Context: an optimization exercise on an open-source flow, tuned for small area and a short achievable clock period. The choices shown serve that exercise and are no tape-out recipe.

==> violet: inputs <==
Design butterfly_top_module_8_point, start of the top module:
module butterfly_top_module_8_point(
    input clk,
    input rst,
    input new_input_flag,
    input [15:0] input_real0,
    input [15:0] input_real1,
    input [15:0] input_real2,
    input [15:0] input_real3,
    input [15:0] input_real4,
    input [15:0] input_real5,
    input [15:0] input_real6,
    input [15:0] input_real7,
    input [15:0] input_imag0,
    input [15:0] input_imag1,
    input [15:0] input_imag2,
    input [15:0] input_imag3,
    input [15:0] input_imag4,
    input [15:0] input_imag5,
    input [15:0] input_imag6,
    input [15:0] input_imag7,
    output [15:0] output_real0,
    output [15:0] output_real1,
    output [15:0] output_real2,
    output [15:0] output_real3,
    output [15:0] output_real4,
    output [15:0] output_real5,
    output [15:0] output_real6,
    output [15:0] output_real7,
    output [15:0] output_imag0,
    output [15:0] output_imag1,
    output [15:0] output_imag2,
    output [15:0] output_imag3,
    output [15:0] output_imag4,
    output [15:0] output_imag5,
    output [15:0] output_imag6,
    output [15:0] output_imag7,
    output fft_ready_flag
);
Settings: LEC_CHECK=0, CAP_MARGIN=20, CORE_MARGIN=2, CORE_UTILIZATION=60, SETUP_SLACK_MARGIN=5, SLEW_MARGIN=20; clock period 10.0 ns.
standard.sh (not shown) runs the stock make flow with config.mk's settings and CLKGATE_MAP_FILE= SYNTH_SCRIPT=/design/flow/synth_recipe.tcl, a recipe that flattens the netlist after the stock synthesis.
==> flow/flow/run.sh <==
#!/bin/bash
# The standard layout (standard.sh), with the ports buffered by buf_1 cells instead of
# the larger clkdlybuf4s50_1 that buffer_ports picks on its own; every port still gets a buffer.
set -euo pipefail
bash standard.sh "BUFFER_PORTS_ARGS=-buffer_cell sky130_fd_sc_hd__buf_1" finish > standard_sh.log 2>&1
==> inputs of fjord, as changes to violet <==
--- a/flow/design.v
+++ b/flow/design.v
@@ -492,13 +492,13 @@
   wire [29:0] md5_X = {md5_c70, md5_c69, md5_c68, md5_c67, md5_c66, md5_c65, md5_c64, md5_c63, md5_c62, md5_c61, md5_c60, md5_c59, md5_c58, md5_c57, md5_c56, md5_c55, md5_c54, md5_c53, md5_c52, md5_c51, md5_c50, md5_s50, d5_p2[1], d5_p2[0], d5_p2[5], d5_p2[4], d5_p2[3], d5_p2[2], d5_p2[1], d5_p2[0]};
   wire [29:0] md5_Y = {~d5_p2[16], md5_s70, md5_s69, md5_s68, md5_s67, md5_s66, md5_s65, md5_s64, md5_s63, md5_s62, md5_s61, md5_s60, md5_s59, md5_s58, md5_s57, md5_s56, md5_s55, md5_s54, md5_s53, md5_s52, md5_s51, d5_p2[8], d5_p2[7], d5_p2[6], 1'b0, 1'b0, 1'b0, 1'b0, 1'b0, 1'b0};
   wire [14:0] md5_lo = {1'b0, md5_X[13:0]} + {1'b0, md5_Y[13:0]};
   wire [0:0] md5_c = md5_lo[14];
   wire [15:0] md5_xh = md5_X[29:14];
   wire [15:0] md5_yh = md5_Y[29:14];
-  wire [0:0] nz5 = |s5_p2[13:0];
+  wire [0:0] nz5 = |s5[13:0];
   wire [16:0] s7 = {l2_57r_1[15],l2_57r_1} + {l2_57i_1[15],l2_57i_1};
   wire [16:0] d7 = {l2_57i_1[15],l2_57i_1} - {l2_57r_1[15],l2_57r_1};
   wire ms7_s1 = s7_p2[3] ^ s7_p2[5];
   wire ms7_c1 = s7_p2[3] & s7_p2[5];
   wire ms7_s2 = s7_p2[4] ^ s7_p2[6];
   wire ms7_c2 = s7_p2[4] & s7_p2[6];
@@ -787,13 +787,13 @@
   wire [29:0] md7_X = {md7_c70, md7_c69, md7_c68, md7_c67, md7_c66, md7_c65, md7_c64, md7_c63, md7_c62, md7_c61, md7_c60, md7_c59, md7_c58, md7_c57, md7_c56, md7_c55, md7_c54, md7_c53, md7_c52, md7_c51, md7_c50, md7_s50, d7_p2[1], d7_p2[0], d7_p2[5], d7_p2[4], d7_p2[3], d7_p2[2], d7_p2[1], d7_p2[0]};
   wire [29:0] md7_Y = {~d7_p2[16], md7_s70, md7_s69, md7_s68, md7_s67, md7_s66, md7_s65, md7_s64, md7_s63, md7_s62, md7_s61, md7_s60, md7_s59, md7_s58, md7_s57, md7_s56, md7_s55, md7_s54, md7_s53, md7_s52, md7_s51, d7_p2[8], d7_p2[7], d7_p2[6], 1'b0, 1'b0, 1'b0, 1'b0, 1'b0, 1'b0};
   wire [14:0] md7_lo = {1'b0, md7_X[13:0]} + {1'b0, md7_Y[13:0]};
   wire [0:0] md7_c = md7_lo[14];
   wire [15:0] md7_xh = md7_X[29:14];
   wire [15:0] md7_yh = md7_Y[29:14];
-  wire [0:0] nz7 = |s7_p2[13:0];
+  wire [0:0] nz7 = |s7[13:0];
   wire [15:0] y1r_rs = l2_46r_0_p2 ^ ms5_xh ^ ms5_yh;
   wire [15:0] y1r_rc = (l2_46r_0_p2 & ms5_xh) | (l2_46r_0_p2 & ms5_yh) | (ms5_xh & ms5_yh);
   wire [15:0] y1r;
   add16_sk u_y1r(.a(y1r_rs), .b({y1r_rc[14:0], ms5_c}), .ci(1'b0), .y(y1r));
   wire [15:0] y5r_rs = l2_46r_0_p2 ^ ~ms5_xh ^ ~ms5_yh;
   wire [15:0] y5r_rc = (l2_46r_0_p2 & ~ms5_xh) | (l2_46r_0_p2 & ~ms5_yh) | (~ms5_xh & ~ms5_yh);
@@ -815,17 +815,17 @@
   wire [15:0] y7r_rc = (l2_46r_1_p2 & ~md7_xh) | (l2_46r_1_p2 & ~md7_yh) | (~md7_xh & ~md7_yh);
   wire [15:0] y7r;
   add16_sk u_y7r(.a(y7r_rs), .b({y7r_rc[14:0], ~md7_c}), .ci(1'b1), .y(y7r));
   wire [15:0] y3i_rs = l2_46i_1_p2 ^ ~ms7_xh ^ ~ms7_yh;
   wire [15:0] y3i_rc = (l2_46i_1_p2 & ~ms7_xh) | (l2_46i_1_p2 & ~ms7_yh) | (~ms7_xh & ~ms7_yh);
   wire [15:0] y3i;
-  add16_sk u_y3i(.a(y3i_rs), .b({y3i_rc[14:0], ~ms7_c}), .ci(~nz7), .y(y3i));
+  add16_sk u_y3i(.a(y3i_rs), .b({y3i_rc[14:0], ~ms7_c}), .ci(~nz7_p2), .y(y3i));
   wire [15:0] y7i_rs = l2_46i_1_p2 ^ ms7_xh ^ ms7_yh;
   wire [15:0] y7i_rc = (l2_46i_1_p2 & ms7_xh) | (l2_46i_1_p2 & ms7_yh) | (ms7_xh & ms7_yh);
   wire [15:0] y7i;
-  add16_sk u_y7i(.a(y7i_rs), .b({y7i_rc[14:0], ms7_c}), .ci(nz7), .y(y7i));
+  add16_sk u_y7i(.a(y7i_rs), .b({y7i_rc[14:0], ms7_c}), .ci(nz7_p2), .y(y7i));
   reg [15:0] l1_26r_0_p1;
   reg [15:0] l1_04r_0_p1;
   reg [15:0] l1_26i_0_p1;
   reg [15:0] l1_04i_0_p1;
   reg [15:0] l1_26i_1_p1;
   reg [15:0] l1_04r_1_p1;
@@ -852,12 +852,13 @@
   reg [16:0] s7_p2;
   reg [16:0] d7_p2;
   reg [15:0] l2_46r_0_p2;
   reg [15:0] l2_46i_0_p2;
   reg [15:0] l2_46r_1_p2;
   reg [15:0] l2_46i_1_p2;
+  reg [0:0] nz7_p2;
   reg [15:0] l3_04r_0_p3;
   reg [15:0] l3_04i_0_p3;
   reg [15:0] y1r_p3;
   reg [15:0] y1i_p3;
   reg [15:0] l3_26r_0_p3;
   reg [15:0] l3_26i_0_p3;
@@ -901,12 +902,13 @@
     s7_p2 <= s7;
     d7_p2 <= d7;
     l2_46r_0_p2 <= l2_46r_0;
     l2_46i_0_p2 <= l2_46i_0;
     l2_46r_1_p2 <= l2_46r_1;
     l2_46i_1_p2 <= l2_46i_1;
+    nz7_p2 <= nz7;
     l3_04r_0_p3 <= l3_04r_0;
     l3_04i_0_p3 <= l3_04i_0;
     y1r_p3 <= y1r;
     y1i_p3 <= y1i;
     l3_26r_0_p3 <= l3_26r_0;
     l3_26i_0_p3 <= l3_26i_0;
==> flow/flow/run.sh (replaced) <==
#!/bin/bash
set -euo pipefail
bash standard.sh "BUFFER_PORTS_ARGS=-buffer_cell sky130_fd_sc_hd__buf_1" SETUP_SLACK_MARGIN=5.5 finish > standard_sh.log 2>&1
--- a/flow/config.mk
+++ b/flow/config.mk
@@ -5,8 +5,7 @@
 export SDC_FILE = /design/flow/constraint.sdc
 export NUM_CORES = 4
 export LEC_CHECK = 0
 export CAP_MARGIN = 20
 export CORE_MARGIN = 2
 export CORE_UTILIZATION = 60
-export SETUP_SLACK_MARGIN = 5
 export SLEW_MARGIN = 20
==> impl_metrics.json <==
{
  "status": "timing/DRC/antenna clean",
  "path_class": "in2reg",
  "critPathLaunch": "input_real4[5]",
  "dp_cells": 8058,
  "gp_congestion": 0.990,
  "grt_first_pass_wirelength_um": 254000,
  "postCtsSetupBuffers": 228,
  "synth_mux_area_share_pct": 0.0333,
  "die-area_um2": 103000,
  "start_util_pct": 60.3,
  "reg2reg_depth": 23,
  "use_met1_pct": 39.9
}
the above is filed under fjord

==> impl_metrics.json <==
{
  "syn_inst": 6422,
  "dp_cells": 8229,
  "grt_first_pass_wirelength_um": 256000,
  "start_util_pct": 60.7,
  "path_class": "reg2reg",
  "synth_mux_area_share_pct": 0.0823,
  "status": "timing/DRC/antenna clean",
  "reg2reg_depth": 21,
  "gp_congestion": 0.945,
  "worstPathArrival_ns": 5.83,
  "cts_hold_buf": 0,
  "cts_tree": "built",
  "yosysUniqueCellTypes": 80,
  "use_met1_pct": 39.8,
  "core_um2": 100000,
  "postCtsSetupBuffers": 32,
  "crit_cells": 21
}
the above is filed under violet

No functional check of the RTL was part of any run of this note.

[port drivers added, routing unchanged]
No port has a modelled driver above. Below, the same layouts with a new extraction and two added sets of constraints. Step 1: set_driving_cell puts a clkbuf_16 on clk and a buf_2 on each other input, an assumption about the parent block. Step 2 adds t to the input delays and takes it off the output delays; t is the mean of the earliest and latest rising clock arrival at the registers after step 1. Input paths then give back, and output paths get back, about the clock's delay inside the block. Three values: ideal, step 1, step 2; two values: the first two.
run | t, ns | setup WS [ns] | hold slack, ns | worst setup path at the end | worst register clock-pin slew, ns
violet | 0.744 | 4.767 / 4.767 / 4.196 | 0.444 / 0.444 / 0.444 | input to register | 0.07 / 0.07
fjord | 0.750 | 4.825 / 4.857 / 4.107 | 0.451 / 0.451 / 0.451 | input to register | 0.07 / 0.07
After both steps setup and hold are still met in every run listed. For fjord, which loses most, drivers alone change the setup slack by +0.032 ns; drivers and shift together by -0.718 ns.
